Background: an optimization exercise with open tools, aiming at small area, a short achievable clock period and few clock cycles per item. Do not read the settings as production practice.
Function was checked by simulation only, so behaviour that the tests miss may differ from the original.

**flow/design.v**
```verilog
module RSA_CS #(parameter W = 5) (input [W-1:0] X, input [W-1:0] M, output [W-1:0] Y);
  wire [W:0] br;
  wire [W-1:0] d;
  assign br[0] = 1'b0;
  genvar i;
  generate for (i = 0; i < W; i = i + 1) begin : g
    assign d[i] = X[i] ^ M[i] ^ br[i];
    assign br[i+1] = (~X[i] & M[i]) | (~(X[i] ^ M[i]) & br[i]);
  end endgenerate
  assign Y = br[W] ? X : d;
endmodule
module RSA_MOD (input [7:0] X, input [3:0] M, output [3:0] R);
  wire [4:0] y3, y2, y1, y0;
  RSA_CS #(5) s3 (.X(X[7:3]),            .M({1'b0, M}), .Y(y3));
  RSA_CS #(5) s2 (.X({y3[3:0], X[2]}),   .M({1'b0, M}), .Y(y2));
  RSA_CS #(5) s1 (.X({y2[3:0], X[1]}),   .M({1'b0, M}), .Y(y1));
  RSA_CS #(5) s0 (.X({y1[3:0], X[0]}),   .M({1'b0, M}), .Y(y0));
  assign R = y0[3:0];
endmodule
module RSA_ADD #(parameter W = 8) (input [W-1:0] A, input [W-1:0] B, output [W-1:0] S);
  wire [W:0] c;
  assign c[0] = 1'b0;
  genvar i;
  generate for (i = 0; i < W; i = i + 1) begin : g
    assign S[i] = A[i] ^ B[i] ^ c[i];
    assign c[i+1] = (A[i] & B[i]) | ((A[i] ^ B[i]) & c[i]);
  end endgenerate
endmodule
module RSA_IP (
    input  [3:0] IN_X,     
    input        IN_H,     
    input        IN_X3,    
    input        IN_X4,    
    input  [1:0] IN_K11,   
    input  [7:0] IN_C,
    output [7:0] OUT_M
);
  wire [13:0] pr;
  assign pr[ 0] = (IN_X == 4'd7);    
  assign pr[ 1] = (IN_X == 4'd5);    
  assign pr[ 2] = (IN_X == 4'd9);    
  assign pr[ 3] = (IN_X == 4'd15);    
  assign pr[ 4] = (IN_X == 4'd6) & IN_H;    
  assign pr[ 5] = (IN_X == 4'd4);    
  assign pr[ 6] = (IN_X == 4'd8) & IN_H;    
  assign pr[ 7] = (IN_X == 4'd14) & IN_H;    
  assign pr[ 8] = (IN_X == 4'd2);    
  assign pr[ 9] = (IN_X == 4'd14) & ~IN_H;    
  assign pr[10] = (IN_X == 4'd8) & ~IN_H;    
  assign pr[11] = (IN_X == 4'd12);    
  assign pr[12] = (IN_X == 4'd10);    
  assign pr[13] = (IN_X == 4'd6) & ~IN_H;    
  wire [5:0] sh = {1'b0, pr[13], pr[12] | pr[11], pr[10] | pr[9] | pr[8],
                   pr[7] | pr[6] | pr[5] | pr[4], pr[3] | pr[2] | pr[1] | pr[0]};
  wire [5:0] bh = {pr[13] | pr[12] | pr[10] | pr[7] | pr[3], pr[11] | pr[9] | pr[6] | pr[2],
                   pr[8] | pr[5] | pr[1], pr[4] | pr[0], 2'b00};
  wire [3:0] s = {sh[4], sh[2] | sh[3], sh[0] | sh[1] | sh[3] | sh[4], sh[1] | sh[2] | sh[3] | sh[4]};
  wire [3:0] b = {bh[4] | bh[5], bh[2] | bh[3] | bh[5], bh[1] | bh[3] | bh[4], 1'b1};
  wire x3 = IN_X3;
  wire x4 = IN_X4;
  wire [1:0] k11 = IN_K11;
  wire [3:0] rs, rb;
  RSA_MOD u_rs (.X(IN_C), .M(s), .R(rs));
  RSA_MOD u_rb (.X(IN_C), .M(b), .R(rb));
  wire [3:0] r11 = sh[4] ? rs : rb;
  wire [3:0] ys5, ys7, yb5, yb7, y11, y13;
  RSA_POW5  u_ps5 (.K(x4),       .R(rs),  .Y(ys5));
  RSA_POW7  u_ps7 (.K(x3),       .R(rs),  .Y(ys7));
  RSA_POW5  u_pb5 (.K(x4),       .R(rb),  .Y(yb5));
  RSA_POW7  u_pb7 (.K(x3),       .R(rb),  .Y(yb7));
  RSA_POW11 u_p11 (.K(k11),      .R(r11), .Y(y11));
  RSA_POW13 u_p13 (.K({x4, x3}), .R(rb),  .Y(y13));
  wire [3:0] ms = ({4{sh[0] | sh[1]}} & rs) | ({4{sh[2]}} & ys5) | ({4{sh[3]}} & ys7) | ({4{sh[4]}} & y11);
  wire [3:0] mb = ({4{bh[1]}} & rb) | ({4{bh[2]}} & yb5) | ({4{bh[3]}} & yb7) | ({4{bh[4]}} & y11) | ({4{bh[5]}} & y13);
  wire [3:0] mbs;
  RSA_MODS u_mbs (.SH(sh[4:0]), .M(mb), .R(mbs));
  wire [4:0] vd;
  RSA_ADD #(5) u_vd (.A({1'b0, ms}), .B({1'b1, ~mbs}), .S(vd));    
  wire [3:0] vn, vs;
  RSA_ADD #(4) u_vn (.A(vd[3:0]), .B(4'd1), .S(vn));
  RSA_ADD #(4) u_vs (.A(vd[3:0]), .B(s + 4'd1), .S(vs));
  wire [3:0] v = vd[4] ? vs : vn;
  wire [3:0] u;
  RSA_UINV u_u (.PR(pr), .V(v), .U(u));
  wire [7:0] a0, a1, a2;
  RSA_ADD #(8) u_a0 (.A({4'd0, u}), .B({4'd0, mb}), .S(a0));
  RSA_ADD #(8) u_a1 (.A(a0), .B({3'd0, u & {4{b[1]}}, 1'b0}), .S(a1));
  RSA_ADD #(8) u_a2 (.A(a1), .B({2'd0, u & {4{b[2]}}, 2'b0}), .S(a2));
  RSA_ADD #(8) u_a3 (.A(a2), .B({1'd0, u & {4{b[3]}}, 3'b0}), .S(OUT_M));
endmodule
module RSA_POW5 (input [0:0] K, input [3:0] R, output reg [3:0] Y);
  always @(*) begin
    case ({K, R})
      {1'd0, 4'd0}: Y = 4'd0;
      {1'd0, 4'd1}: Y = 4'd1;
      {1'd0, 4'd2}: Y = 4'd2;
      {1'd0, 4'd3}: Y = 4'd3;
      {1'd0, 4'd4}: Y = 4'd4;
      {1'd1, 4'd0}: Y = 4'd0;
      {1'd1, 4'd1}: Y = 4'd1;
      {1'd1, 4'd2}: Y = 4'd3;
      {1'd1, 4'd3}: Y = 4'd2;
      {1'd1, 4'd4}: Y = 4'd4;
      default: Y = 4'd0;
    endcase
  end
endmodule
module RSA_POW7 (input [0:0] K, input [3:0] R, output reg [3:0] Y);
  always @(*) begin
    case ({K, R})
      {1'd0, 4'd0}: Y = 4'd0;
      {1'd0, 4'd1}: Y = 4'd1;
      {1'd0, 4'd2}: Y = 4'd2;
      {1'd0, 4'd3}: Y = 4'd3;
      {1'd0, 4'd4}: Y = 4'd4;
      {1'd0, 4'd5}: Y = 4'd5;
      {1'd0, 4'd6}: Y = 4'd6;
      {1'd1, 4'd0}: Y = 4'd0;
      {1'd1, 4'd1}: Y = 4'd1;
      {1'd1, 4'd2}: Y = 4'd4;
      {1'd1, 4'd3}: Y = 4'd5;
      {1'd1, 4'd4}: Y = 4'd2;
      {1'd1, 4'd5}: Y = 4'd3;
      {1'd1, 4'd6}: Y = 4'd6;
      default: Y = 4'd0;
    endcase
  end
endmodule
module RSA_POW11 (input [1:0] K, input [3:0] R, output reg [3:0] Y);
  always @(*) begin
    case ({K, R})
      {2'd0, 4'd0}: Y = 4'd0;
      {2'd0, 4'd1}: Y = 4'd1;
      {2'd0, 4'd2}: Y = 4'd2;
      {2'd0, 4'd3}: Y = 4'd3;
      {2'd0, 4'd4}: Y = 4'd4;
      {2'd0, 4'd5}: Y = 4'd5;
      {2'd0, 4'd6}: Y = 4'd6;
      {2'd0, 4'd7}: Y = 4'd7;
      {2'd0, 4'd8}: Y = 4'd8;
      {2'd0, 4'd9}: Y = 4'd9;
      {2'd0, 4'd10}: Y = 4'd10;
      {2'd1, 4'd0}: Y = 4'd0;
      {2'd1, 4'd1}: Y = 4'd1;
      {2'd1, 4'd2}: Y = 4'd8;
      {2'd1, 4'd3}: Y = 4'd5;
      {2'd1, 4'd4}: Y = 4'd9;
      {2'd1, 4'd5}: Y = 4'd4;
      {2'd1, 4'd6}: Y = 4'd7;
      {2'd1, 4'd7}: Y = 4'd2;
      {2'd1, 4'd8}: Y = 4'd6;
      {2'd1, 4'd9}: Y = 4'd3;
      {2'd1, 4'd10}: Y = 4'd10;
      {2'd2, 4'd0}: Y = 4'd0;
      {2'd2, 4'd1}: Y = 4'd1;
      {2'd2, 4'd2}: Y = 4'd7;
      {2'd2, 4'd3}: Y = 4'd9;
      {2'd2, 4'd4}: Y = 4'd5;
      {2'd2, 4'd5}: Y = 4'd3;
      {2'd2, 4'd6}: Y = 4'd8;
      {2'd2, 4'd7}: Y = 4'd6;
      {2'd2, 4'd8}: Y = 4'd2;
      {2'd2, 4'd9}: Y = 4'd4;
      {2'd2, 4'd10}: Y = 4'd10;
      {2'd3, 4'd0}: Y = 4'd0;
      {2'd3, 4'd1}: Y = 4'd1;
      {2'd3, 4'd2}: Y = 4'd6;
      {2'd3, 4'd3}: Y = 4'd4;
      {2'd3, 4'd4}: Y = 4'd3;
      {2'd3, 4'd5}: Y = 4'd9;
      {2'd3, 4'd6}: Y = 4'd2;
      {2'd3, 4'd7}: Y = 4'd8;
      {2'd3, 4'd8}: Y = 4'd7;
      {2'd3, 4'd9}: Y = 4'd5;
      {2'd3, 4'd10}: Y = 4'd10;
      default: Y = 4'd0;
    endcase
  end
endmodule
module RSA_POW13 (input [1:0] K, input [3:0] R, output reg [3:0] Y);
  always @(*) begin
    case ({K, R})
      {2'd0, 4'd0}: Y = 4'd0;
      {2'd0, 4'd1}: Y = 4'd1;
      {2'd0, 4'd2}: Y = 4'd2;
      {2'd0, 4'd3}: Y = 4'd3;
      {2'd0, 4'd4}: Y = 4'd4;
      {2'd0, 4'd5}: Y = 4'd5;
      {2'd0, 4'd6}: Y = 4'd6;
      {2'd0, 4'd7}: Y = 4'd7;
      {2'd0, 4'd8}: Y = 4'd8;
      {2'd0, 4'd9}: Y = 4'd9;
      {2'd0, 4'd10}: Y = 4'd10;
      {2'd0, 4'd11}: Y = 4'd11;
      {2'd0, 4'd12}: Y = 4'd12;
      {2'd1, 4'd0}: Y = 4'd0;
      {2'd1, 4'd1}: Y = 4'd1;
      {2'd1, 4'd2}: Y = 4'd6;
      {2'd1, 4'd3}: Y = 4'd9;
      {2'd1, 4'd4}: Y = 4'd10;
      {2'd1, 4'd5}: Y = 4'd5;
      {2'd1, 4'd6}: Y = 4'd2;
      {2'd1, 4'd7}: Y = 4'd11;
      {2'd1, 4'd8}: Y = 4'd8;
      {2'd1, 4'd9}: Y = 4'd3;
      {2'd1, 4'd10}: Y = 4'd4;
      {2'd1, 4'd11}: Y = 4'd7;
      {2'd1, 4'd12}: Y = 4'd12;
      {2'd2, 4'd0}: Y = 4'd0;
      {2'd2, 4'd1}: Y = 4'd1;
      {2'd2, 4'd2}: Y = 4'd11;
      {2'd2, 4'd3}: Y = 4'd3;
      {2'd2, 4'd4}: Y = 4'd4;
      {2'd2, 4'd5}: Y = 4'd8;
      {2'd2, 4'd6}: Y = 4'd7;
      {2'd2, 4'd7}: Y = 4'd6;
      {2'd2, 4'd8}: Y = 4'd5;
      {2'd2, 4'd9}: Y = 4'd9;
      {2'd2, 4'd10}: Y = 4'd10;
      {2'd2, 4'd11}: Y = 4'd2;
      {2'd2, 4'd12}: Y = 4'd12;
      {2'd3, 4'd0}: Y = 4'd0;
      {2'd3, 4'd1}: Y = 4'd1;
      {2'd3, 4'd2}: Y = 4'd7;
      {2'd3, 4'd3}: Y = 4'd9;
      {2'd3, 4'd4}: Y = 4'd10;
      {2'd3, 4'd5}: Y = 4'd8;
      {2'd3, 4'd6}: Y = 4'd11;
      {2'd3, 4'd7}: Y = 4'd2;
      {2'd3, 4'd8}: Y = 4'd5;
      {2'd3, 4'd9}: Y = 4'd3;
      {2'd3, 4'd10}: Y = 4'd4;
      {2'd3, 4'd11}: Y = 4'd6;
      {2'd3, 4'd12}: Y = 4'd12;
      default: Y = 4'd0;
    endcase
  end
endmodule
module RSA_MODS (input [4:0] SH, input [3:0] M, output [3:0] R);
  reg [3:0] r0;
  always @(*) case (M) 4'd0: r0 = 4'd0; 4'd1: r0 = 4'd1; 4'd2: r0 = 4'd0; 4'd3: r0 = 4'd1; 4'd4: r0 = 4'd0; 4'd5: r0 = 4'd1; 4'd6: r0 = 4'd0; 4'd7: r0 = 4'd1; 4'd8: r0 = 4'd0; 4'd9: r0 = 4'd1; 4'd10: r0 = 4'd0; 4'd11: r0 = 4'd1; 4'd12: r0 = 4'd0; default: r0 = 4'd0; endcase
  reg [3:0] r1;
  always @(*) case (M) 4'd0: r1 = 4'd0; 4'd1: r1 = 4'd1; 4'd2: r1 = 4'd2; 4'd3: r1 = 4'd0; 4'd4: r1 = 4'd1; 4'd5: r1 = 4'd2; 4'd6: r1 = 4'd0; 4'd7: r1 = 4'd1; 4'd8: r1 = 4'd2; 4'd9: r1 = 4'd0; 4'd10: r1 = 4'd1; 4'd11: r1 = 4'd2; 4'd12: r1 = 4'd0; default: r1 = 4'd0; endcase
  reg [3:0] r2;
  always @(*) case (M) 4'd0: r2 = 4'd0; 4'd1: r2 = 4'd1; 4'd2: r2 = 4'd2; 4'd3: r2 = 4'd3; 4'd4: r2 = 4'd4; 4'd5: r2 = 4'd0; 4'd6: r2 = 4'd1; 4'd7: r2 = 4'd2; 4'd8: r2 = 4'd3; 4'd9: r2 = 4'd4; 4'd10: r2 = 4'd0; 4'd11: r2 = 4'd1; 4'd12: r2 = 4'd2; default: r2 = 4'd0; endcase
  reg [3:0] r3;
  always @(*) case (M) 4'd0: r3 = 4'd0; 4'd1: r3 = 4'd1; 4'd2: r3 = 4'd2; 4'd3: r3 = 4'd3; 4'd4: r3 = 4'd4; 4'd5: r3 = 4'd5; 4'd6: r3 = 4'd6; 4'd7: r3 = 4'd0; 4'd8: r3 = 4'd1; 4'd9: r3 = 4'd2; 4'd10: r3 = 4'd3; 4'd11: r3 = 4'd4; 4'd12: r3 = 4'd5; default: r3 = 4'd0; endcase
  reg [3:0] r4;
  always @(*) case (M) 4'd0: r4 = 4'd0; 4'd1: r4 = 4'd1; 4'd2: r4 = 4'd2; 4'd3: r4 = 4'd3; 4'd4: r4 = 4'd4; 4'd5: r4 = 4'd5; 4'd6: r4 = 4'd6; 4'd7: r4 = 4'd7; 4'd8: r4 = 4'd8; 4'd9: r4 = 4'd9; 4'd10: r4 = 4'd10; 4'd11: r4 = 4'd0; 4'd12: r4 = 4'd1; default: r4 = 4'd0; endcase
  assign R = ({4{SH[0]}} & r0) | ({4{SH[1]}} & r1) | ({4{SH[2]}} & r2) | ({4{SH[3]}} & r3) | ({4{SH[4]}} & r4);
endmodule
module RSA_UINV (input [13:0] PR, input [3:0] V, output [3:0] U);
  reg [3:0] u0;
  always @(*) case (V) 4'd0: u0 = 4'd0; 4'd1: u0 = 4'd1; default: u0 = 4'd0; endcase
  reg [3:0] u1;
  always @(*) case (V) 4'd0: u1 = 4'd0; 4'd1: u1 = 4'd1; default: u1 = 4'd0; endcase
  reg [3:0] u2;
  always @(*) case (V) 4'd0: u2 = 4'd0; 4'd1: u2 = 4'd1; default: u2 = 4'd0; endcase
  reg [3:0] u3;
  always @(*) case (V) 4'd0: u3 = 4'd0; 4'd1: u3 = 4'd1; default: u3 = 4'd0; endcase
  reg [3:0] u4;
  always @(*) case (V) 4'd0: u4 = 4'd0; 4'd1: u4 = 4'd2; 4'd2: u4 = 4'd1; default: u4 = 4'd0; endcase
  reg [3:0] u5;
  always @(*) case (V) 4'd0: u5 = 4'd0; 4'd1: u5 = 4'd1; 4'd2: u5 = 4'd2; default: u5 = 4'd0; endcase
  reg [3:0] u6;
  always @(*) case (V) 4'd0: u6 = 4'd0; 4'd1: u6 = 4'd2; 4'd2: u6 = 4'd1; default: u6 = 4'd0; endcase
  reg [3:0] u7;
  always @(*) case (V) 4'd0: u7 = 4'd0; 4'd1: u7 = 4'd1; 4'd2: u7 = 4'd2; default: u7 = 4'd0; endcase
  reg [3:0] u8;
  always @(*) case (V) 4'd0: u8 = 4'd0; 4'd1: u8 = 4'd3; 4'd2: u8 = 4'd1; 4'd3: u8 = 4'd4; 4'd4: u8 = 4'd2; default: u8 = 4'd0; endcase
  reg [3:0] u9;
  always @(*) case (V) 4'd0: u9 = 4'd0; 4'd1: u9 = 4'd1; 4'd2: u9 = 4'd2; 4'd3: u9 = 4'd3; 4'd4: u9 = 4'd4; default: u9 = 4'd0; endcase
  reg [3:0] u10;
  always @(*) case (V) 4'd0: u10 = 4'd0; 4'd1: u10 = 4'd2; 4'd2: u10 = 4'd4; 4'd3: u10 = 4'd1; 4'd4: u10 = 4'd3; default: u10 = 4'd0; endcase
  reg [3:0] u11;
  always @(*) case (V) 4'd0: u11 = 4'd0; 4'd1: u11 = 4'd2; 4'd2: u11 = 4'd4; 4'd3: u11 = 4'd6; 4'd4: u11 = 4'd1; 4'd5: u11 = 4'd3; 4'd6: u11 = 4'd5; default: u11 = 4'd0; endcase
  reg [3:0] u12;
  always @(*) case (V) 4'd0: u12 = 4'd0; 4'd1: u12 = 4'd6; 4'd2: u12 = 4'd5; 4'd3: u12 = 4'd4; 4'd4: u12 = 4'd3; 4'd5: u12 = 4'd2; 4'd6: u12 = 4'd1; default: u12 = 4'd0; endcase
  reg [3:0] u13;
  always @(*) case (V) 4'd0: u13 = 4'd0; 4'd1: u13 = 4'd6; 4'd2: u13 = 4'd1; 4'd3: u13 = 4'd7; 4'd4: u13 = 4'd2; 4'd5: u13 = 4'd8; 4'd6: u13 = 4'd3; 4'd7: u13 = 4'd9; 4'd8: u13 = 4'd4; 4'd9: u13 = 4'd10; 4'd10: u13 = 4'd5; default: u13 = 4'd0; endcase
  assign U = ({4{PR[0]}} & u0) | ({4{PR[1]}} & u1) | ({4{PR[2]}} & u2) | ({4{PR[3]}} & u3) | ({4{PR[4]}} & u4) | ({4{PR[5]}} & u5) | ({4{PR[6]}} & u6) | ({4{PR[7]}} & u7) | ({4{PR[8]}} & u8) | ({4{PR[9]}} & u9) | ({4{PR[10]}} & u10) | ({4{PR[11]}} & u11) | ({4{PR[12]}} & u12) | ({4{PR[13]}} & u13);
endmodule
module RSA_ECLS (input [6:1] E, output reg X3, output reg [1:0] K11);
  always @(*) begin
    case (E)
      6'd0: begin X3 = 1'b0; K11 = 2'd0; end
      6'd1: begin X3 = 1'b0; K11 = 2'd2; end
      6'd2: begin X3 = 1'b1; K11 = 2'd0; end
      6'd3: begin X3 = 1'b0; K11 = 2'd1; end
      6'd4: begin X3 = 1'b0; K11 = 2'd3; end
      6'd5: begin X3 = 1'b1; K11 = 2'd0; end
      6'd6: begin X3 = 1'b0; K11 = 2'd2; end
      6'd7: begin X3 = 1'b0; K11 = 2'd0; end
      6'd8: begin X3 = 1'b1; K11 = 2'd1; end
      6'd9: begin X3 = 1'b0; K11 = 2'd3; end
      6'd10: begin X3 = 1'b0; K11 = 2'd0; end
      6'd11: begin X3 = 1'b1; K11 = 2'd2; end
      6'd12: begin X3 = 1'b0; K11 = 2'd0; end
      6'd13: begin X3 = 1'b0; K11 = 2'd1; end
      6'd14: begin X3 = 1'b1; K11 = 2'd3; end
      6'd15: begin X3 = 1'b0; K11 = 2'd0; end
      6'd16: begin X3 = 1'b0; K11 = 2'd2; end
      6'd17: begin X3 = 1'b1; K11 = 2'd0; end
      6'd18: begin X3 = 1'b0; K11 = 2'd1; end
      6'd19: begin X3 = 1'b0; K11 = 2'd3; end
      6'd20: begin X3 = 1'b1; K11 = 2'd0; end
      6'd21: begin X3 = 1'b0; K11 = 2'd2; end
      6'd22: begin X3 = 1'b0; K11 = 2'd0; end
      6'd23: begin X3 = 1'b1; K11 = 2'd1; end
      6'd24: begin X3 = 1'b0; K11 = 2'd3; end
      6'd25: begin X3 = 1'b0; K11 = 2'd0; end
      6'd26: begin X3 = 1'b1; K11 = 2'd2; end
      6'd27: begin X3 = 1'b0; K11 = 2'd0; end
      6'd28: begin X3 = 1'b0; K11 = 2'd1; end
      6'd29: begin X3 = 1'b1; K11 = 2'd3; end
      6'd30: begin X3 = 1'b0; K11 = 2'd0; end
      6'd31: begin X3 = 1'b0; K11 = 2'd2; end
      6'd32: begin X3 = 1'b1; K11 = 2'd0; end
      6'd33: begin X3 = 1'b0; K11 = 2'd1; end
      6'd34: begin X3 = 1'b0; K11 = 2'd3; end
      6'd35: begin X3 = 1'b1; K11 = 2'd0; end
      6'd36: begin X3 = 1'b0; K11 = 2'd2; end
      6'd37: begin X3 = 1'b0; K11 = 2'd0; end
      6'd38: begin X3 = 1'b1; K11 = 2'd1; end
      6'd39: begin X3 = 1'b0; K11 = 2'd3; end
      6'd40: begin X3 = 1'b0; K11 = 2'd0; end
      6'd41: begin X3 = 1'b1; K11 = 2'd2; end
      6'd42: begin X3 = 1'b0; K11 = 2'd0; end
      6'd43: begin X3 = 1'b0; K11 = 2'd1; end
      6'd44: begin X3 = 1'b1; K11 = 2'd3; end
      6'd45: begin X3 = 1'b0; K11 = 2'd0; end
      6'd46: begin X3 = 1'b0; K11 = 2'd2; end
      6'd47: begin X3 = 1'b1; K11 = 2'd0; end
      6'd48: begin X3 = 1'b0; K11 = 2'd1; end
      6'd49: begin X3 = 1'b0; K11 = 2'd3; end
      6'd50: begin X3 = 1'b1; K11 = 2'd0; end
      6'd51: begin X3 = 1'b0; K11 = 2'd2; end
      6'd52: begin X3 = 1'b0; K11 = 2'd0; end
      6'd53: begin X3 = 1'b1; K11 = 2'd1; end
      6'd54: begin X3 = 1'b0; K11 = 2'd3; end
      6'd55: begin X3 = 1'b0; K11 = 2'd0; end
      6'd56: begin X3 = 1'b1; K11 = 2'd2; end
      6'd57: begin X3 = 1'b0; K11 = 2'd0; end
      6'd58: begin X3 = 1'b0; K11 = 2'd1; end
      6'd59: begin X3 = 1'b1; K11 = 2'd3; end
      6'd60: begin X3 = 1'b0; K11 = 2'd0; end
      6'd61: begin X3 = 1'b0; K11 = 2'd2; end
      6'd62: begin X3 = 1'b1; K11 = 2'd0; end
      6'd63: begin X3 = 1'b0; K11 = 2'd1; end
      default: begin X3 = 1'b0; K11 = 2'd0; end
    endcase
  end
endmodule
module RSA_TOP (
    clk, rst_n, in_valid,
    in_p, in_q, in_e, in_c,
    out_valid, out_m
);
input clk, rst_n, in_valid;
input [3:0] in_p, in_q;
input [7:0] in_e, in_c;
output out_valid;
output reg [7:0] out_m;
reg [3:0] st;
wire [3:0] st_nx = st[3]     ? ((st[2:0] == 3'd7) ? {3'd0, in_valid} : st + 4'd1) :
                   in_valid  ? 4'd1 : {st[0], 3'd0};
always @(posedge clk or negedge rst_n) begin
  if (!rst_n) st <= 4'd0;
  else st <= st_nx;
end
wire first = in_valid & (st[3] | ~st[0]);
wire       ex3;
wire [1:0] ek11;
RSA_ECLS I_RSA_ECLS (.E(in_e[6:1]), .X3(ex3), .K11(ek11));
reg [3:0] kx;
reg       kh, kx3, kx4;
reg [1:0] kk11;
always @(posedge clk) if (first) begin
  kx   <= in_p ^ in_q;
  kh   <= (~in_p[3] & ~in_p[2] & in_p[0]) | (~in_q[3] & ~in_q[2] & in_q[0]);
  kx3  <= ex3;
  kx4  <= in_e[1];
  kk11 <= ek11;
end
reg [7:0] dl [0:7];
integer i;
always @(posedge clk) begin
  dl[0] <= in_c;
  for (i = 1; i < 8; i = i + 1) dl[i] <= dl[i-1];
end
wire [7:0] m_w;
RSA_IP I_RSA_IP (.IN_X(kx), .IN_H(kh), .IN_X3(kx3), .IN_X4(kx4), .IN_K11(kk11), .IN_C(dl[7]), .OUT_M(m_w));
always @(posedge clk or negedge rst_n) begin
  if (!rst_n) out_m <= 8'd0;
  else out_m <= m_w & {8{st_nx[3]}};
end
assign out_valid = st[3];
endmodule
```
**flow/flow/run.sh**
```bash
#!/bin/bash
# Standard ORFS layout with two changes to how it is made:
#  - synthesis is the standard flow's own script, but ABC maps for minimum area (deepsyn +
#    area mapping, flow/abc_min.script) instead of minimum delay, and full
#    adders are left to ABC instead of being extracted first;
#  - the port buffers are the smallest buffer cell;
#  - clock tree synthesis adds no dummy loads to the clock tree leaves.
# Each tool's output goes to its own log in this folder (synth.log, layout.log)
# besides ORFS's logs under orfs/logs.
set -euo pipefail
W=$PWD
{
  head -n 1 synth_recipe.tcl
  cat <<TCL
proc abc {args} {
  set i [lsearch -exact \$args -script]
  if { \$i >= 0 } { set args [lreplace \$args [expr {\$i + 1}] [expr {\$i + 1}] $W/flow/abc_min.script] }
  yosys abc {*}\$args
}
proc extract_fa {args} {}
TCL
  tail -n +2 synth_recipe.tcl
} > my_synth.tcl
sed "s#SYNTH_SCRIPT=[^ ]*#SYNTH_SCRIPT=$W/my_synth.tcl#" standard.sh > my_standard.sh
bash my_standard.sh synth > synth.log 2>&1
bash standard.sh "BUFFER_PORTS_ARGS=-buffer_cell sky130_fd_sc_hd__buf_1" \
  "CTS_ARGS=-sink_clustering_enable -repair_clock_nets -dont_use_dummy_load -buf_list sky130_fd_sc_hd__clkbuf_8" \
  finish > layout.log 2>&1
```
**flow/flow/abc_min.script**
```
strash
&get -n
&deepsyn -T 90
&put
dch
amap
topo
```
**flow/standard.sh**
```bash
#!/bin/bash
# synth_recipe.tcl (not shown) runs the flow's synth.tcl, then flattens the netlist and writes it again
# the make line also repeats each setting of config.mk as NAME=value (left out here)
make -C /OpenROAD-flow-scripts/flow DESIGN_CONFIG=/design/flow/config.mk WORK_HOME=/design/flow/orfs CLKGATE_MAP_FILE= SYNTH_SCRIPT=/design/flow/synth_recipe.tcl "${@:-finish}"
```
**flow/config.mk**
```make
export PLATFORM = sky130hd
export DESIGN_NAME = RSA_TOP
export DESIGN_NICKNAME = RSA_TOP
export VERILOG_FILES = /design/flow/design.v
export SDC_FILE = /design/flow/constraint.sdc
export NUM_CORES = 4
export LEC_CHECK = 0
export CAP_MARGIN = 20
export CORE_MARGIN = 2
export CORE_UTILIZATION = 60
export CTS_BUF_LIST = sky130_fd_sc_hd__clkbuf_8
export SLEW_MARGIN = 20
```
**flow/constraint.sdc**
```tcl
create_clock -name core_clock -period 160.0 [get_ports {clk}]
set_input_delay 32.0000 -clock core_clock [delete_from_list [all_inputs] [get_ports {clk}]]
set_output_delay 32.0000 -clock core_clock [all_outputs]
set_load 0.01 [all_outputs]
```
==> results of run 1 <==
cell usage in the layout, fill, tap and decap left out, types with 3 or more instances in the layout:
cell | Yosys | layout
buf_1 | 0 | 33
clkbuf_8 | 0 | 9
a21o_1 | 4 | 4
a31oi_1 | 11 | 11
o32a_1 | 3 | 3
nand3_1 | 7 | 7
nand2_1 | 62 | 62
dfxtp_1 | 64 | 64
nor2b_1 | 6 | 6
a2111oi_0 | 3 | 3
a221oi_1 | 4 | 4
nor3_1 | 29 | 29
a21oi_1 | 42 | 42
o221ai_1 | 4 | 4
edfxtp_1 | 9 | 9
dfrtp_1 | 12 | 12
clkinv_1 | 87 | 87
nor2_1 | 140 | 140
o32ai_1 | 4 | 4
o21a_1 | 9 | 9
a22oi_1 | 4 | 4
o22ai_1 | 30 | 30
nor4_1 | 4 | 4
o21ai_0 | 79 | 79
a211oi_1 | 19 | 19
o31ai_1 | 6 | 6
a222oi_1 | 3 | 3
flip-flops by register name (all words and copies together), names as in the netlist:
register,cells
out_m,8
st,4
kx,4
dl,64
kx4,1
kk11,2
kx3,1
kh,1
worst max-delay path, cell delays in order:
cell       delay, ns
buf_1           0.09
nand2_1         0.11
clkinv_1        0.12
nor3_1          0.24
or2_0           0.20
nor3_1          0.06
a2111oi_0       0.38
a21oi_1         0.07
worst paths after layout:
check	startpoint	endpoint	slack (ns)	cells past startpoint
max	in_e[2]	kk11[1]	126.81	8
min	dl[2][7]	dl[3][7]	0.31	0
max reg2reg	kx[2]	out_m[5]	138.11	103
min reg2reg	dl[2][7]	dl[3][7]	0.31	0
max in group asynchronous	rst_n	out_m[3]	127.94	1
min in group asynchronous	rst_n	st[2]	31.64	1
per-layer routing:
layer / GRT usage, % / vias up
met5: 0 / -
met4: 9.19 / 0
met3: 5.70 / 37
met2: 48.4 / 227
met1: 36.2 / 2229
li1: - / 2487
logic make-up (layout without fill, tap and decap cells):
family | after synthesis | in the layout
AO/OA/AOI/OAI | 241 | 241
buffers and inverters | 87 | 131
flip-flops | 85 | 85
AND/OR/NAND/NOR | 253 | 253
layout make-up:
class                           instances  share of cell area [%]
Inverter                               87                    6.38
Timing Repair Buffer                   35                    2.71
Sequential cell                        85                    36.2
Tap cell                              102                    2.49
Multi-Input combinational cell        494                    49.8
Clock buffer                            9                    2.42
stage by stage:
step,worst slack [ns]
finish,126.81
global route,126.68
CTS,126.83
detailed placement,126.47
global placement,126.52
floorplan,126.72
==> results.cfg, run 1 <==
[final_layout]
postLayoutCellArea_um2 = 5120
instances_no_fill = 812
utilization_pct = 66.6
final-seq-area_um2 = 1850
layout-drive-gt1-share_pct = 1.55
syn2layout_area_growth_pct = 8.26
num-fill-cells = 691
nNetsFinal = 739
multi_input_area_um2 = 2550
num_antenna_cells = 0

[clocking]
clk_latency_ns = 0.35
cts_tree = done
h-tree-depth = 3
cts_resized = 0
ctsLongestPathBuffers = 2
cts_buffers = 9
path_clk_slew_ns = 0.08
post_cts_buffers = 0
clock_sinks = 85
hold_buffers = 0
cts_root_buffer = clkbuf_8

[sta]
period_needed_ns = 33.19
fmaxAchievable_mhz = 30.1
tns_ns = 0
skew_ns = 0.0309
setup_viol = 0
drv_slew = 0
rsz0062_at_grt = no
tightest_slew_ns = 1.05
hold_ws_ns = 0.305
relSlewSlack_pct = 29.4
period_share_pct = 20.7
finalHoldViolations = 0

[logic_synthesis]
synth_ff_type = dfxtp_1
synth.most_common_cell = nor2_1
synth-adder-area-share_pct = 0
synth-seq-cells = 85
syn_area_per_cell_um2 = 7.10
synth_warnings = 10
synth_top_area_share_pct = 27.1
synth.largest_area_cell = dfxtp_1
netlist_instances = 666
synth_top_family_by_area = compound AO/OA/AOI/OAI gates
synth_commonest_cells = nor2_1, clkinv_1, o21ai_0, dfxtp_1, nand2_1
synth_cell_type_count = 43
synthTopCellsByArea = dfxtp_1, nor2_1, o21ai_0, clkinv_1, dfrtp_1
synth_nets = 693
synth-compound-area-share_pct = 32.0
synth-edff-count = 9
synth-async-reset-ratio_pct = 14.1
synthXorXnorAreaFrac_pct = 0
synth_mux_area_share_pct = 0
netlist_area_um2 = 4730
synth-simple-area-share_pct = 21.9
ys_seq_area_share_pct = 39.2

[setup_path]
crit_arrival_ns = 33.28
end_kind = flop
crit_path_start_kind = primary input
cp.required_ns = 160.09
worstPathMaxFanout = 4
path_class = primary input to flop

[route]
ant_nets = 0
wire_per_inst_um = 14.7
via_per_inst = 6.13
wl_met2_mm = 5.69
wirelength_mm = 12.0
wl_met1_mm = 5.06
wl_met3_um = 926
top_layer = met4
vias = 4980
first_pass_iters = 5
dr.first_iter.drc_count = 395
drcViolationCount = 0

[placed_design]
placed_cell_area_um2 = 4990
place_inst = 803
io_buffers = 33
hpwl_mm = 9.17
place_congestion = 0.945

[floorplan]
dieHeight_um = 92.8
dieArea_um2 = 8600
placementRows = 32
fp.coreArea_um2 = 7690
die_w_um = 92.8
pin_count = 36
initial_utilization_pct = 61.5

[global_routing]
antenna_found_initial = 0
grt_max_degree = 20
grt_pass1_wl_mm = 19.8
overflow = 0
grtUsageTotal_pct = 28.4
grt_pass1_vias = 4418

[job]
cap_violations = 0

[hold_path]
hp-class = flop to flop

[outcome]
outcome = no timing/DRC/antenna violations
Testbench counts, summed over its fixed seeds: cycles 8,160, items 480.
==> run 2, diff against run 1 <==
--- a/flow/design.v
+++ b/flow/design.v
@@ -368,14 +368,14 @@
   if (!rst_n) st <= 4'd0;
   else st <= st_nx;
 end
-wire first = in_valid & (st[3] | ~st[0]);
+wire kload = (st == 4'd0) | (st == 4'd15);
 wire       ex3;
 wire [1:0] ek11;
 RSA_ECLS I_RSA_ECLS (.E(in_e[6:1]), .X3(ex3), .K11(ek11));
 reg [3:0] kx;
 reg       kh, kx3, kx4;
 reg [1:0] kk11;
-always @(posedge clk) if (first) begin
+always @(posedge clk) if (kload) begin
   kx   <= in_p ^ in_q;
   kh   <= (~in_p[3] & ~in_p[2] & in_p[0]) | (~in_q[3] & ~in_q[2] & in_q[0]);
   kx3  <= ex3;
--- a/flow/config.mk
+++ b/flow/config.mk
@@ -9,4 +9,5 @@
 export CORE_MARGIN = 2
 export CORE_UTILIZATION = 60
 export CTS_BUF_LIST = sky130_fd_sc_hd__clkbuf_8
+export GPL_TIMING_DRIVEN = 0
 export SLEW_MARGIN = 20
==> results.cfg, run 2 <==
[outcome]
outcome = no timing/DRC/antenna violations

[floorplan]
dieArea_um2 = 8560
pin_count = 36
die_w_um = 92.5
dieHeight_um = 92.5
fp.coreArea_um2 = 7650
placementRows = 32
initial_utilization_pct = 61.5

[sta]
drv_slew = 0
setup_viol = 0
tns_ns = 0
period_share_pct = 20.8
rsz0062_at_grt = no
hold_ws_ns = 0.298
period_needed_ns = 33.24
setup_slack_ns = 126.77
skew_ns = 0.0383
finalHoldViolations = 0
tightest_slew_ns = 0.961
relSlewSlack_pct = 35.5
fmaxAchievable_mhz = 30.1

[clocking]
cts_root_buffer = clkbuf_8
clock_sinks = 85
cts_buffers = 9
hold_buffers = 0
cts_resized = 0
clk_latency_ns = 0.37
post_cts_buffers = 0
path_clk_slew_ns = 0.10
h-tree-depth = 3
ctsLongestPathBuffers = 2
cts_tree = done

[route]
wire_per_inst_um = 15.2
first_pass_iters = 6
drcViolationCount = 0
dr.first_iter.drc_count = 463
ant_nets = 0
vias = 4955
wirelength_mm = 12.3
via_per_inst = 6.14

[logic_synthesis]
synth-seq-cells = 85
synth_ff_type = dfxtp_1
synth_nets = 689
synth-async-reset-ratio_pct = 14.1
synth.most_common_cell = nor2_1
synth.largest_area_cell = dfxtp_1
synth_warnings = 10
synthTopCellsByArea = dfxtp_1, nor2_1, o21ai_0, clkinv_1, dfrtp_1
syn_area_per_cell_um2 = 7.10
netlist_instances = 662
synth-edff-count = 9
synth_cell_type_count = 40
synth_commonest_cells = nor2_1, clkinv_1, dfxtp_1, o21ai_0, nand2_1
netlist_area_um2 = 4700
ys_seq_area_share_pct = 39.4
synth_top_area_share_pct = 27.2

[global_routing]
grt_max_degree = 23
grtUsageTotal_pct = 29.4
antenna_found_initial = 0
grt_pass1_wl_mm = 20.2
grt_pass1_vias = 4415
overflow = 0

[final_layout]
top_regs = dl: 64 flops, out_m: 8 flops
num-fill-cells = 662
largest_reg_flops = 64
mostFrequentLayoutCell = nor2_1
syn2layout_area_growth_pct = 8.25
multi_input_area_um2 = 2540
layout-drive-gt1-share_pct = 1.56
regMostFlops = dl
final-seq-area_um2 = 1850
final_cell_mix = nor2_1, clkinv_1, dfxtp_1
num_antenna_cells = 0
nNetsFinal = 734

[placed_design]
place_congestion = 0.916
place_ws_ns = 126.47
hpwl_mm = 9.31
io_buffers = 33

[setup_path]
crit_path_start_kind = primary input
end_kind = flop
crit_arrival_ns = 33.32
rr_worst_depth = 99
worstPathMaxFanout = 5
cp.required_ns = 160.08
path_class = primary input to flop

[job]
cap_violations = 0

[hold_path]
hold_depth = 0
hp-class = flop to flop
[run 2: cell count changes after synthesis, sizes merged, moves of 6 or more]
cell	delta
nor2	+16
o221ai	+6
a31oi	-7
o21ai	-15
a21oi	+10
nor3	-7
[run 2: worst paths after layout]
kind | startpoint | end | slack, ns
min in group asynchronous | rst_n | st[0] | 31.64
setup / recovery | in_e[2] | kk11[1] | 126.77
setup reg to reg | kx[0] | out_m[6] | 138.59
max in group asynchronous | rst_n | out_m[0] | 127.96
hold / removal | dl[0][5] | dl[1][5] | 0.30
hold reg to reg | dl[0][5] | dl[1][5] | 0.30
[run 2: layout make-up]
| class | instances | area share, % |
|---|---|---|
| multi-input cells | 494 | 50.0 |
| flip-flops and latches | 85 | 36.4 |
| inverters | 83 | 6.12 |
| repair buffers | 34 | 2.58 |
| well taps | 102 | 2.51 |
| clock buffers | 9 | 2.43 |
[run 2: logic make-up (layout without fill, tap and decap cells)]
family                 count (synthesis)  in the layout  synth area share (%)
AO/OA/AOI/OAI                        232            232                  31.4
buffers and inverters                 83            126                  6.63
flip-flops                            85             85                  39.4
AND/OR/NAND/NOR                      262            262                  22.6
[run 2: layer usage]
metal  track usage (%)  vias to the layer above  share of wire, %
met5                 0                        -                 0
li1                  -                     2457                 -
met3              5.78                       37               8.7
met1              38.8                     2198                42
met2              47.6                      263                46
met4              11.8                        0               2.8
[run 2: worst max-delay path: stages]
cell,delay [ns]
buf_1,0.08
nor2_1,0.29
clkinv_1,0.19
nand3_1,0.14
o21ai_0,0.11
nor2_1,0.16
nor2_1,0.09
a31oi_1,0.17
o21ai_0,0.09
[run 2: through the flow]
stage | instances | util [%] | cell area (um^2)
after global routing | 807 | 66.6 | 5090
after detailed placement | 798 | 64.9 | 4970
final | 807 | 66.6 | 5090
after floorplan | 662 | - | 4700
after global placement | 797 | 64.8 | 4950
after CTS | 807 | 66.6 | 5090
Testbench counts of run 2, summed over its fixed seeds: cycles 8,160, items 480.
==> run 3, diff against run 2 <==
--- a/flow/flow/run.sh
+++ b/flow/flow/run.sh
@@ -24,5 +24,5 @@
 sed "s#SYNTH_SCRIPT=[^ ]*#SYNTH_SCRIPT=$W/my_synth.tcl#" standard.sh > my_standard.sh
 bash my_standard.sh synth > synth.log 2>&1
 bash standard.sh "BUFFER_PORTS_ARGS=-buffer_cell sky130_fd_sc_hd__buf_1" \
-  "CTS_ARGS=-sink_clustering_enable -repair_clock_nets -dont_use_dummy_load -buf_list sky130_fd_sc_hd__clkbuf_8" \
+  "CTS_ARGS=-sink_clustering_enable -repair_clock_nets -dont_use_dummy_load -sink_clustering_size 24 -sink_clustering_max_diameter 150 -buf_list sky130_fd_sc_hd__clkbuf_8" \
   finish > layout.log 2>&1
==> results.cfg, run 3 <==
[outcome]
outcome = no timing/DRC/antenna violations

[job]
cap_violations = 0

[setup_path]
cp.required_ns = 160.08
worst_r2r_endpoint = out_m[6]
crit_arrival_ns = 33.32
rr_worst_depth = 99
crit_path_start_kind = primary input
worstPathMaxFanout = 5
rr_startpoint = kx[0]
end_kind = flop
path_class = primary input to flop
reg2reg_slack_ns = 138.59

[placed_design]
io_buffers = 33
place_congestion = 0.916
hpwl_mm = 9.31
place_inst = 798
placed_cell_area_um2 = 4970

[logic_synthesis]
ys_seq_area_share_pct = 39.4
synth_warnings = 10
netlist_area_um2 = 4700
synth-edff-count = 9
synth-seq-cells = 85
synth_cell_type_count = 40
synth-async-reset-ratio_pct = 14.1
synth_nets = 689
synthTopCellsByArea = dfxtp_1, nor2_1, o21ai_0, clkinv_1, dfrtp_1
synth_commonest_cells = nor2_1, clkinv_1, dfxtp_1, o21ai_0, nand2_1
synth.largest_area_cell = dfxtp_1
synth_top_area_share_pct = 27.2
netlist_instances = 662
synth.most_common_cell = nor2_1
syn_area_per_cell_um2 = 7.10
synth_ff_type = dfxtp_1

[global_routing]
overflow = 0
grt_pass1_wl_mm = 20.2
grt_max_degree = 23
antenna_found_initial = 0
grtUsageTotal_pct = 29.4
grt_pass1_vias = 4415

[final_layout]
syn2layout_area_growth_pct = 8.25
num_antenna_cells = 0
regMostFlops = dl
layout-drive-gt1-share_pct = 1.56
mostFrequentLayoutCell = nor2_1
final_cell_mix = nor2_1, clkinv_1, dfxtp_1
top_regs = dl: 64 flops, out_m: 8 flops
largest_reg_flops = 64
postLayoutCellArea_um2 = 5090
instances_no_fill = 807
nNetsFinal = 734

[clocking]
ctsLongestPathBuffers = 2
clk_latency_ns = 0.37
cts_tree = done
cts_buffers = 9
h-tree-depth = 3
cts_root_buffer = clkbuf_8
cts_resized = 0
post_cts_buffers = 0
hold_buffers = 0
clock_sinks = 85
path_clk_slew_ns = 0.10

[route]
via_per_inst = 6.14
first_pass_iters = 6
dr.first_iter.drc_count = 463
wire_per_inst_um = 15.2
drcViolationCount = 0
vias = 4955
ant_nets = 0
wirelength_mm = 12.3

[sta]
period_needed_ns = 33.24
skew_ns = 0.0383
rsz0062_at_grt = no
relSlewSlack_pct = 35.5
drv_slew = 0
period_share_pct = 20.8
setup_viol = 0
finalHoldViolations = 0
tightest_slew_ns = 0.961
fmaxAchievable_mhz = 30.1
tns_ns = 0

[floorplan]
initial_utilization_pct = 61.5
placementRows = 32
dieHeight_um = 92.5
die_w_um = 92.5
pin_count = 36
dieArea_um2 = 8560
fp.coreArea_um2 = 7650

[hold_path]
hp-class = flop to flop
hold_depth = 0
hold_end = dl[1][5]
hold_start = dl[0][5]
## run 3: cell counts in the layout (fill, tap and decap cells not counted)
Identical to the previous run, type by type.
## run 3: cell type report
class	count	area (um^2)
tap	102	128
sequential	85	1850
inverter	83	312
fill	662	2560
multi-input combinational	494	2540
timing repair buffer	34	131
clock buffer	9	124
## run 3: logic make-up after synthesis
kind of cell | Yosys count | synth area share [%]
buf+inv | 83 | 6.63
compound gates | 232 | 31.4
simple gates | 262 | 22.6
flops | 85 | 39.4
## run 3: per-stage QoR
step	hold slack (ns)	util [%]	worst slack [ns]
floorplan	0.310	-	126.78
global placement	0.310	64.8	126.55
detailed placement	0.312	64.9	126.47
CTS	0.294	66.6	126.82
global route	0.295	66.6	126.65
finish	0.298	66.6	126.77
## run 3: worst max-delay path, cell delays in order
cell and delay, ns:
buf_1 0.08, nor2_1 0.29, clkinv_1 0.19, nand3_1 0.14, o21ai_0 0.11, nor2_1 0.16
nor2_1 0.09, a31oi_1 0.17, o21ai_0 0.09
## run 3: per-layer routing
metal,share of wire [%],global-route usage [%],up-vias
li1,-,-,2457
met1,42,38.8,2198
met2,46,47.6,263
met3,8.7,5.78,37
met4,2.8,11.8,0
met5,0,0,-
## run 3: how the worst max path moves through the flow
stage / from / endpoint / slack [ns] / cells past startpoint
floorplan: in_e[2] / kk11[1] / 126.78 / 8
global placement: in_e[2] / kk11[1] / 126.55 / 9
detailed placement: in_e[2] / kk11[1] / 126.47 / 9
CTS: in_e[2] / kk11[1] / 126.82 / 9
global route: in_e[2] / kk11[1] / 126.65 / 9
finish: in_e[2] / kk11[1] / 126.77 / 9
==> run 4, diff against run 3 <==
--- a/flow/design.v
+++ b/flow/design.v
@@ -28,7 +28,6 @@
 endmodule
 module RSA_IP (
     input  [3:0] IN_X,     
-    input        IN_H,     
     input        IN_X3,    
     input        IN_X4,    
     input  [1:0] IN_K11,   
@@ -36,20 +35,20 @@
     output [7:0] OUT_M
 );
   wire [13:0] pr;
-  assign pr[ 0] = (IN_X == 4'd7);    
-  assign pr[ 1] = (IN_X == 4'd5);    
-  assign pr[ 2] = (IN_X == 4'd9);    
-  assign pr[ 3] = (IN_X == 4'd15);    
-  assign pr[ 4] = (IN_X == 4'd6) & IN_H;    
-  assign pr[ 5] = (IN_X == 4'd4);    
-  assign pr[ 6] = (IN_X == 4'd8) & IN_H;    
-  assign pr[ 7] = (IN_X == 4'd14) & IN_H;    
-  assign pr[ 8] = (IN_X == 4'd2);    
-  assign pr[ 9] = (IN_X == 4'd14) & ~IN_H;    
-  assign pr[10] = (IN_X == 4'd8) & ~IN_H;    
-  assign pr[11] = (IN_X == 4'd12);    
-  assign pr[12] = (IN_X == 4'd10);    
-  assign pr[13] = (IN_X == 4'd6) & ~IN_H;    
+  assign pr[ 0] = (IN_X == 4'd9);    
+  assign pr[ 1] = (IN_X == 4'd8);    
+  assign pr[ 2] = (IN_X == 4'd14);    
+  assign pr[ 3] = (IN_X == 4'd11);    
+  assign pr[ 4] = (IN_X == 4'd13);    
+  assign pr[ 5] = (IN_X == 4'd12);    
+  assign pr[ 6] = (IN_X == 4'd10);    
+  assign pr[ 7] = (IN_X == 4'd15);    
+  assign pr[ 8] = (IN_X == 4'd1);    
+  assign pr[ 9] = (IN_X == 4'd7);    
+  assign pr[10] = (IN_X == 4'd2);    
+  assign pr[11] = (IN_X == 4'd6);    
+  assign pr[12] = (IN_X == 4'd3);    
+  assign pr[13] = (IN_X == 4'd5);    
   wire [5:0] sh = {1'b0, pr[13], pr[12] | pr[11], pr[10] | pr[9] | pr[8],
                    pr[7] | pr[6] | pr[5] | pr[4], pr[3] | pr[2] | pr[1] | pr[0]};
   wire [5:0] bh = {pr[13] | pr[12] | pr[10] | pr[7] | pr[3], pr[11] | pr[9] | pr[6] | pr[2],
@@ -372,12 +371,13 @@
 wire       ex3;
 wire [1:0] ek11;
 RSA_ECLS I_RSA_ECLS (.E(in_e[6:1]), .X3(ex3), .K11(ek11));
+wire [3:0] cp = {in_p[2] | in_p[3], in_p[0] & ~in_p[2], in_p[3], in_p[1]};
+wire [3:0] cq = {in_q[2] | in_q[3], in_q[0] & ~in_q[2], in_q[3], in_q[1]};
 reg [3:0] kx;
-reg       kh, kx3, kx4;
+reg       kx3, kx4;
 reg [1:0] kk11;
 always @(posedge clk) if (kload) begin
-  kx   <= in_p ^ in_q;
-  kh   <= (~in_p[3] & ~in_p[2] & in_p[0]) | (~in_q[3] & ~in_q[2] & in_q[0]);
+  kx   <= cp ^ cq;
   kx3  <= ex3;
   kx4  <= in_e[1];
   kk11 <= ek11;
@@ -389,7 +389,7 @@
   for (i = 1; i < 8; i = i + 1) dl[i] <= dl[i-1];
 end
 wire [7:0] m_w;
-RSA_IP I_RSA_IP (.IN_X(kx), .IN_H(kh), .IN_X3(kx3), .IN_X4(kx4), .IN_K11(kk11), .IN_C(dl[7]), .OUT_M(m_w));
+RSA_IP I_RSA_IP (.IN_X(kx), .IN_X3(kx3), .IN_X4(kx4), .IN_K11(kk11), .IN_C(dl[7]), .OUT_M(m_w));
 always @(posedge clk or negedge rst_n) begin
   if (!rst_n) out_m <= 8'd0;
   else out_m <= m_w & {8{st_nx[3]}};
--- a/flow/flow/run.sh
+++ b/flow/flow/run.sh
@@ -24,5 +24,5 @@
 sed "s#SYNTH_SCRIPT=[^ ]*#SYNTH_SCRIPT=$W/my_synth.tcl#" standard.sh > my_standard.sh
 bash my_standard.sh synth > synth.log 2>&1
 bash standard.sh "BUFFER_PORTS_ARGS=-buffer_cell sky130_fd_sc_hd__buf_1" \
-  "CTS_ARGS=-sink_clustering_enable -repair_clock_nets -dont_use_dummy_load -sink_clustering_size 24 -sink_clustering_max_diameter 150 -buf_list sky130_fd_sc_hd__clkbuf_8" \
+  "CTS_ARGS=-sink_clustering_enable -repair_clock_nets -dont_use_dummy_load -buf_list sky130_fd_sc_hd__clkbuf_8" \
   finish > layout.log 2>&1
==> results.cfg, run 4 <==
[setup_path]
crit_path_start_kind = primary input
path_delay_family = compound AO/OA/AOI/OAI gates
path_class = primary input to flop
end_kind = flop
rr_startpoint = kx[0]
worstPathMaxFanout = 4
crit_arrival_ns = 33.80
cpPeakStageDelay_ns = 0.32
crit_chain = buf_1 -> clkinv_1 -> nor2_1 -> clkinv_1 -> nor2_1 -> nor2_1 -> a21oi_1 -> nor2_1 -> a222oi_1 -> o21ai_0 -> a22oi_1
path_common_cell = nor2_1
slowest_stage = a222oi_1
cp-startpoint = in_e[3]
cp.required_ns = 160.16
critPathBufInv = 3

[logic_synthesis]
synth_commonest_cells = nor2_1, clkinv_1, o21ai_0, dfxtp_1, nand2_1
synth.largest_area_cell = dfxtp_1
synth-seq-cells = 84
netlist_area_um2 = 4750
synth_nets = 710
ys_seq_area_share_pct = 38.3
synth_warnings = 10
synthTopCellsByArea = dfxtp_1, nor2_1, o21ai_0, clkinv_1, dfrtp_1
synth_cell_type_count = 43
synth_ff_type = dfxtp_1
syn_area_per_cell_um2 = 6.96
netlist_instances = 683
synth-edff-count = 8
synth.most_common_cell = nor2_1
synth_top_area_share_pct = 27.0
synth-async-reset-ratio_pct = 14.3

[job]
cap_violations = 0

[clocking]
cts_root_buffer = clkbuf_8
cts_resized = 0
clock_sinks = 84
clk_latency_ns = 0.33
hold_buffers = 0
post_cts_buffers = 0
cts_buffers = 9
ctsLongestPathBuffers = 2
path_clk_slew_ns = 0.08
cts_tree = done
h-tree-depth = 3

[sta]
finalHoldViolations = 0
tightest_slew_ns = 0.937
skew_ns = 0.0217
relSlewSlack_pct = 37.1
setup_viol = 0
rsz0062_at_grt = no
drv_slew = 0
period_needed_ns = 33.65
hold_ws_ns = 0.303
period_share_pct = 21.0
fmaxAchievable_mhz = 29.7
tns_ns = 0

[final_layout]
top_regs = dl: 64 flops, out_m: 8 flops
mostFrequentLayoutCell = nor2_1
final_cell_mix = nor2_1, clkinv_1, o21ai_0
nNetsFinal = 754
layout-drive-gt1-share_pct = 1.24
regMostFlops = dl
largest_reg_flops = 64
syn2layout_area_growth_pct = 7.90
num_antenna_cells = 0

[floorplan]
dieArea_um2 = 8650
placementRows = 32
initial_utilization_pct = 61.8
die_w_um = 93.0
fp.coreArea_um2 = 7690
pin_count = 36
dieHeight_um = 93.0

[route]
first_pass_iters = 7
wirelength_mm = 12.3
dr.first_iter.drc_count = 437
wire_per_inst_um = 14.9
wl_met1_mm = 5.32
drcViolationCount = 0
vias = 5044
top_layer = met4
ant_nets = 0
wl_met3_um = 893
via_per_inst = 6.10
wl_met2_mm = 5.77

[global_routing]
grtUsageTotal_pct = 29.0
grt_pass1_wl_mm = 20.3
grt_max_degree = 24
overflow = 0
antenna_found_initial = 0
grt_pass1_vias = 4537

[placed_design]
place_congestion = 0.971
io_buffers = 33
hpwl_mm = 9.67

[outcome]
outcome = no timing/DRC/antenna violations

[hold_path]
hp-class = flop to flop
hold_start = dl[6][3]
==> run 4: changes by cell type in the layout (fill, tap and decap cells not counted), moves of 4 or more <==
cell / delta
nor2b_1: +4
o211ai_1: -4
nor2_1: +16
o21ai_0: +17
a21oi_1: -9
nand3_1: -7
o21a_1: -7
o221ai_1: -5
or2_0: +6
a31oi_1: +4
a21o_1: -4
==> run 4: worst reg2reg max path: cells and delay by family (launching register included) <==
kind,cells,cell delay [ns]
buf+inv,15,3.09
flops,1,0.51
simple gates,36,7.14
compound gates,42,10.04
==> run 4: kinds of logic after synthesis <==
| logic type | after synthesis | synth area share (%) |
|---|---|---|
| AND/OR/NAND/NOR | 288 | 25.0 |
| AO/OA/AOI/OAI | 229 | 30.2 |
| flip-flops | 84 | 38.3 |
| buffers and inverters | 82 | 6.48 |
==> run 4: path summary, 6_finish.rpt <==
kind                            cells past startpoint  slack [ns]  endpoint
worst max-delay path                               11      126.35   kk11[0]
worst min-delay path                                0        0.30  dl[7][3]
worst max register to register                     93      139.09  out_m[6]
worst min register to register                      0        0.30  dl[7][3]
max in group asynchronous                           1      127.92     st[1]
min in group asynchronous                           1       31.66  out_m[2]
==> run 4: cell type report <==
class                      count  area (um^2)
clock buffer                   9          124
inverter                      82          308
timing repair buffer          33          124
tap                          102          128
fill                         689         2560
sequential                    84         1820
multi-input combinational    517         2620
==> run 4: layer usage <==
layer / GRT usage, % / vias to the layer above
li1: - / 2505
met1: 37.3 / 2264
met2: 49.2 / 242
met3: 4.11 / 33
met4: 12.1 / 0
met5: 0 / -
==> run 4: per-stage QoR <==
| stage | cell area, um^2 | setup WS (ns) | utilization [%] | std cells |
|---|---|---|---|---|
| 6_report | 5130 | 126.35 | 66.7 | 827 |
| 5_1_grt | 5130 | 126.21 | 66.7 | 827 |
| 4_1_cts | 5130 | 126.46 | 66.7 | 827 |
| 3_5_place_dp | 5000 | 126.13 | 65.1 | 818 |
| 3_3_place_gp | 5000 | 126.33 | 65.1 | 818 |
| 2_1_floorplan | 4750 | 126.59 | - | 683 |
Testbench counts of run 4, summed over its fixed seeds: cycles 8,160, items 480.
==> run 5, diff against run 4 <==
--- a/flow/design.v
+++ b/flow/design.v
@@ -28,9 +28,7 @@
 endmodule
 module RSA_IP (
     input  [3:0] IN_X,     
-    input        IN_X3,    
-    input        IN_X4,    
-    input  [1:0] IN_K11,   
+    input  [6:1] IN_E,     
     input  [7:0] IN_C,
     output [7:0] OUT_M
 );
@@ -55,9 +53,10 @@
                    pr[8] | pr[5] | pr[1], pr[4] | pr[0], 2'b00};
   wire [3:0] s = {sh[4], sh[2] | sh[3], sh[0] | sh[1] | sh[3] | sh[4], sh[1] | sh[2] | sh[3] | sh[4]};
   wire [3:0] b = {bh[4] | bh[5], bh[2] | bh[3] | bh[5], bh[1] | bh[3] | bh[4], 1'b1};
-  wire x3 = IN_X3;
-  wire x4 = IN_X4;
-  wire [1:0] k11 = IN_K11;
+  wire x3;            
+  wire x4 = IN_E[1];  
+  wire [1:0] k11;     
+  RSA_ECLS u_ecls (.E(IN_E), .X3(x3), .K11(k11));
   wire [3:0] rs, rb;
   RSA_MOD u_rs (.X(IN_C), .M(s), .R(rs));
   RSA_MOD u_rb (.X(IN_C), .M(b), .R(rb));
@@ -368,19 +367,13 @@
   else st <= st_nx;
 end
 wire kload = (st == 4'd0) | (st == 4'd15);
-wire       ex3;
-wire [1:0] ek11;
-RSA_ECLS I_RSA_ECLS (.E(in_e[6:1]), .X3(ex3), .K11(ek11));
 wire [3:0] cp = {in_p[2] | in_p[3], in_p[0] & ~in_p[2], in_p[3], in_p[1]};
 wire [3:0] cq = {in_q[2] | in_q[3], in_q[0] & ~in_q[2], in_q[3], in_q[1]};
 reg [3:0] kx;
-reg       kx3, kx4;
-reg [1:0] kk11;
+reg [6:1] ke;
 always @(posedge clk) if (kload) begin
-  kx   <= cp ^ cq;
-  kx3  <= ex3;
-  kx4  <= in_e[1];
-  kk11 <= ek11;
+  kx <= cp ^ cq;
+  ke <= in_e[6:1];
 end
 reg [7:0] dl [0:7];
 integer i;
@@ -389,7 +382,7 @@
   for (i = 1; i < 8; i = i + 1) dl[i] <= dl[i-1];
 end
 wire [7:0] m_w;
-RSA_IP I_RSA_IP (.IN_X(kx), .IN_X3(kx3), .IN_X4(kx4), .IN_K11(kk11), .IN_C(dl[7]), .OUT_M(m_w));
+RSA_IP I_RSA_IP (.IN_X(kx), .IN_E(ke), .IN_C(dl[7]), .OUT_M(m_w));
 always @(posedge clk or negedge rst_n) begin
   if (!rst_n) out_m <= 8'd0;
   else out_m <= m_w & {8{st_nx[3]}};
==> results.cfg, run 5 <==
[outcome]
outcome = no timing/DRC/antenna violations

[logic_synthesis]
synth.most_common_cell = nor2_1
synthXorXnorAreaFrac_pct = 0.179
synth_commonest_cells = nor2_1, clkinv_1, dfxtp_1, a21oi_1, nand2_1
synth.largest_area_cell = dfxtp_1
synth_top_area_share_pct = 27.4
synth_ff_type = dfxtp_1
netlist_area_um2 = 4890
synth_mux_area_share_pct = 0
synth_top_family_by_area = compound AO/OA/AOI/OAI gates
synth_nets = 717
synth-simple-area-share_pct = 24.4
synth-async-reset-ratio_pct = 13.5
synthTopCellsByArea = dfxtp_1, nor2_1, dfrtp_1, edfxtp_1, clkinv_1
synth-seq-cells = 89
synth_warnings = 10
synth-edff-count = 10
synth_cell_type_count = 40
synth-adder-area-share_pct = 0
syn_area_per_cell_um2 = 7.08
netlist_instances = 690
ys_seq_area_share_pct = 39.7
synth-compound-area-share_pct = 29.6

[placed_design]
place_ws_ns = 126.43
io_buffers = 33
place_congestion = 0.966
hpwl_mm = 9.44
placed_cell_area_um2 = 5150

[sta]
relSlewSlack_pct = 34.3
period_needed_ns = 33.21
skew_ns = 0.0232
drv_slew = 0
tns_ns = 0
setup_slack_ns = 126.79
period_share_pct = 20.8
fmaxAchievable_mhz = 30.1
tightest_slew_ns = 0.975
finalHoldViolations = 0
setup_viol = 0
rsz0062_at_grt = no
hold_ws_ns = 0.310

[route]
ant_nets = 0
drcViolationCount = 0
first_pass_iters = 6
vias = 5043
via_per_inst = 6.04
wirelength_mm = 12.3
wire_per_inst_um = 14.8
dr.first_iter.drc_count = 626

[clocking]
h-tree-depth = 3
post_cts_buffers = 0
clock_sinks = 89
path_clk_slew_ns = 0.10
ctsLongestPathBuffers = 2
clk_latency_ns = 0.36
cts_root_buffer = clkbuf_8
hold_buffers = 0
cts_resized = 0
cts_buffers = 9
cts_tree = done

[floorplan]
fp.coreArea_um2 = 7810
dieArea_um2 = 8880
pin_count = 36
die_w_um = 94.3
initial_utilization_pct = 62.6
dieHeight_um = 94.3
placementRows = 32

[setup_path]
cp.required_ns = 160.23
path_class = primary input to flop
slowest_stage = a311o_1
path_delay_family = compound AO/OA/AOI/OAI gates
crit_arrival_ns = 33.44
end_kind = flop
cpPeakStageDelay_ns = 0.31
crit_path_start_kind = primary input
crit_chain = buf_1 -> clkinv_1 -> a31oi_1 -> clkinv_1 -> nand2_1 -> clkinv_1 -> a21oi_1 -> a21oi_1 -> a311o_1
critPathBufInv = 4
path_common_cell = clkinv_1
worstPathMaxFanout = 4

[final_layout]
multi_input_area_um2 = 2660
largest_reg_flops = 64
utilization_pct = 67.6
layout-drive-gt1-share_pct = 1.50
syn2layout_area_growth_pct = 7.93
final-seq-area_um2 = 1940
postLayoutCellArea_um2 = 5280
num_antenna_cells = 0
num-fill-cells = 713
regMostFlops = dl
final_cell_mix = nor2_1, clkinv_1, dfxtp_1
top_regs = dl: 64 flops, out_m: 8 flops, ke: 6 flops
nNetsFinal = 762
mostFrequentLayoutCell = nor2_1

[global_routing]
grtUsageTotal_pct = 28.7
grt_max_degree = 20
grt_pass1_vias = 4600
overflow = 0
antenna_found_initial = 0
grt_pass1_wl_mm = 20.3

[job]
cap_violations = 0

[hold_path]
hp-class = flop to flop
==> run 5: cell types whose count changed after synthesis, moves of 4 or more <==
cell / delta
o21ai_0: -23
a21oi_1: +15
nor3_1: +8
a31oi_1: +6
o21a_1: +6
a211oi_1: +5
o211ai_1: +4
o32ai_1: -4
or2_0: -4
==> run 5: final timing paths <==
path	depth (start not counted)	endpoint	from	slack (ns)
worst max-delay path	9	I_RSA_IP.u_p11.K[0]	in_e[1]	126.79
worst min-delay path	0	dl[1][2]	dl[0][2]	0.31
worst max register to register	100	out_m[6]	kx[2]	139.20
worst min register to register	0	dl[1][2]	dl[0][2]	0.31
max in group asynchronous	1	st[2]	rst_n	127.95
min in group asynchronous	1	out_m[1]	rst_n	31.64
==> run 5: layer usage <==
| metal | track usage (%) | vias up | wire length (um) | part of all wire [%] |
|---|---|---|---|---|
| li1 | - | 2533 | - | - |
| met1 | 36.8 | 2224 | 5300 | 43 |
| met2 | 48.1 | 247 | 5730 | 46 |
| met3 | 4.41 | 39 | 954 | 7.7 |
| met4 | 11.7 | 0 | 356 | 2.9 |
| met5 | 0 | - | 0 | 0 |
==> run 5: cell families after synthesis <==
family / after synthesis
xor+xnor: 1
flops: 89
compound gates: 232
simple gates: 289
buf+inv: 79
==> run 5: per-stage QoR <==
stage / std cells
after detailed placement: 826
after global routing: 835
after CTS: 835
after global placement: 825
after floorplan: 690
final: 835
==> run 5: cell type report <==
cell class                      count  share of cell area, %
Clock buffer                        9                   2.35
Inverter                           79                   5.62
Multi-Input combinational cell    522                   50.3
Sequential cell                    89                   36.8
Tap cell                          102                   2.42
Timing Repair Buffer               34                   2.49
Testbench counts of run 5, summed over its fixed seeds: cycles 8,160, items 480.

[afterwards: timing with drivers on the ports]
The flow's constraints put no driver on any port. The routed layouts listed below were extracted and timed again, unchanged, in two steps.
Step 1 (the two cells are an assumption about what drives the block):
set clk [get_ports {clk}]
set_driving_cell -lib_cell sky130_fd_sc_hd__clkbuf_16 $clk
set_driving_cell -lib_cell sky130_fd_sc_hd__buf_2 [delete_from_list [all_inputs] $clk]
Step 2 adds t to the input delays and takes it off the output delays; t is the mean of the earliest and latest rising clock arrival at the registers after step 1. Input paths then give back, and output paths get back, about the clock's delay inside the block.
Three values: no drivers, after step 1, after step 2; two values: the first two.
run	t, ns	slack for setup (ns)	slew at the worst register clock pin (ns)
run 1	0.366	126.813 / 126.826 / 126.460	0.10 / 0.10
run 2	0.383	126.765 / 126.773 / 126.391	0.10 / 0.10
run 3	0.383	126.765 / 126.773 / 126.391	0.10 / 0.10
run 4	0.352	126.353 / 126.355 / 126.003	0.08 / 0.08
run 5	0.380	126.788 / 126.796 / 126.416	0.10 / 0.10
After both steps setup and hold are still met in every run listed.
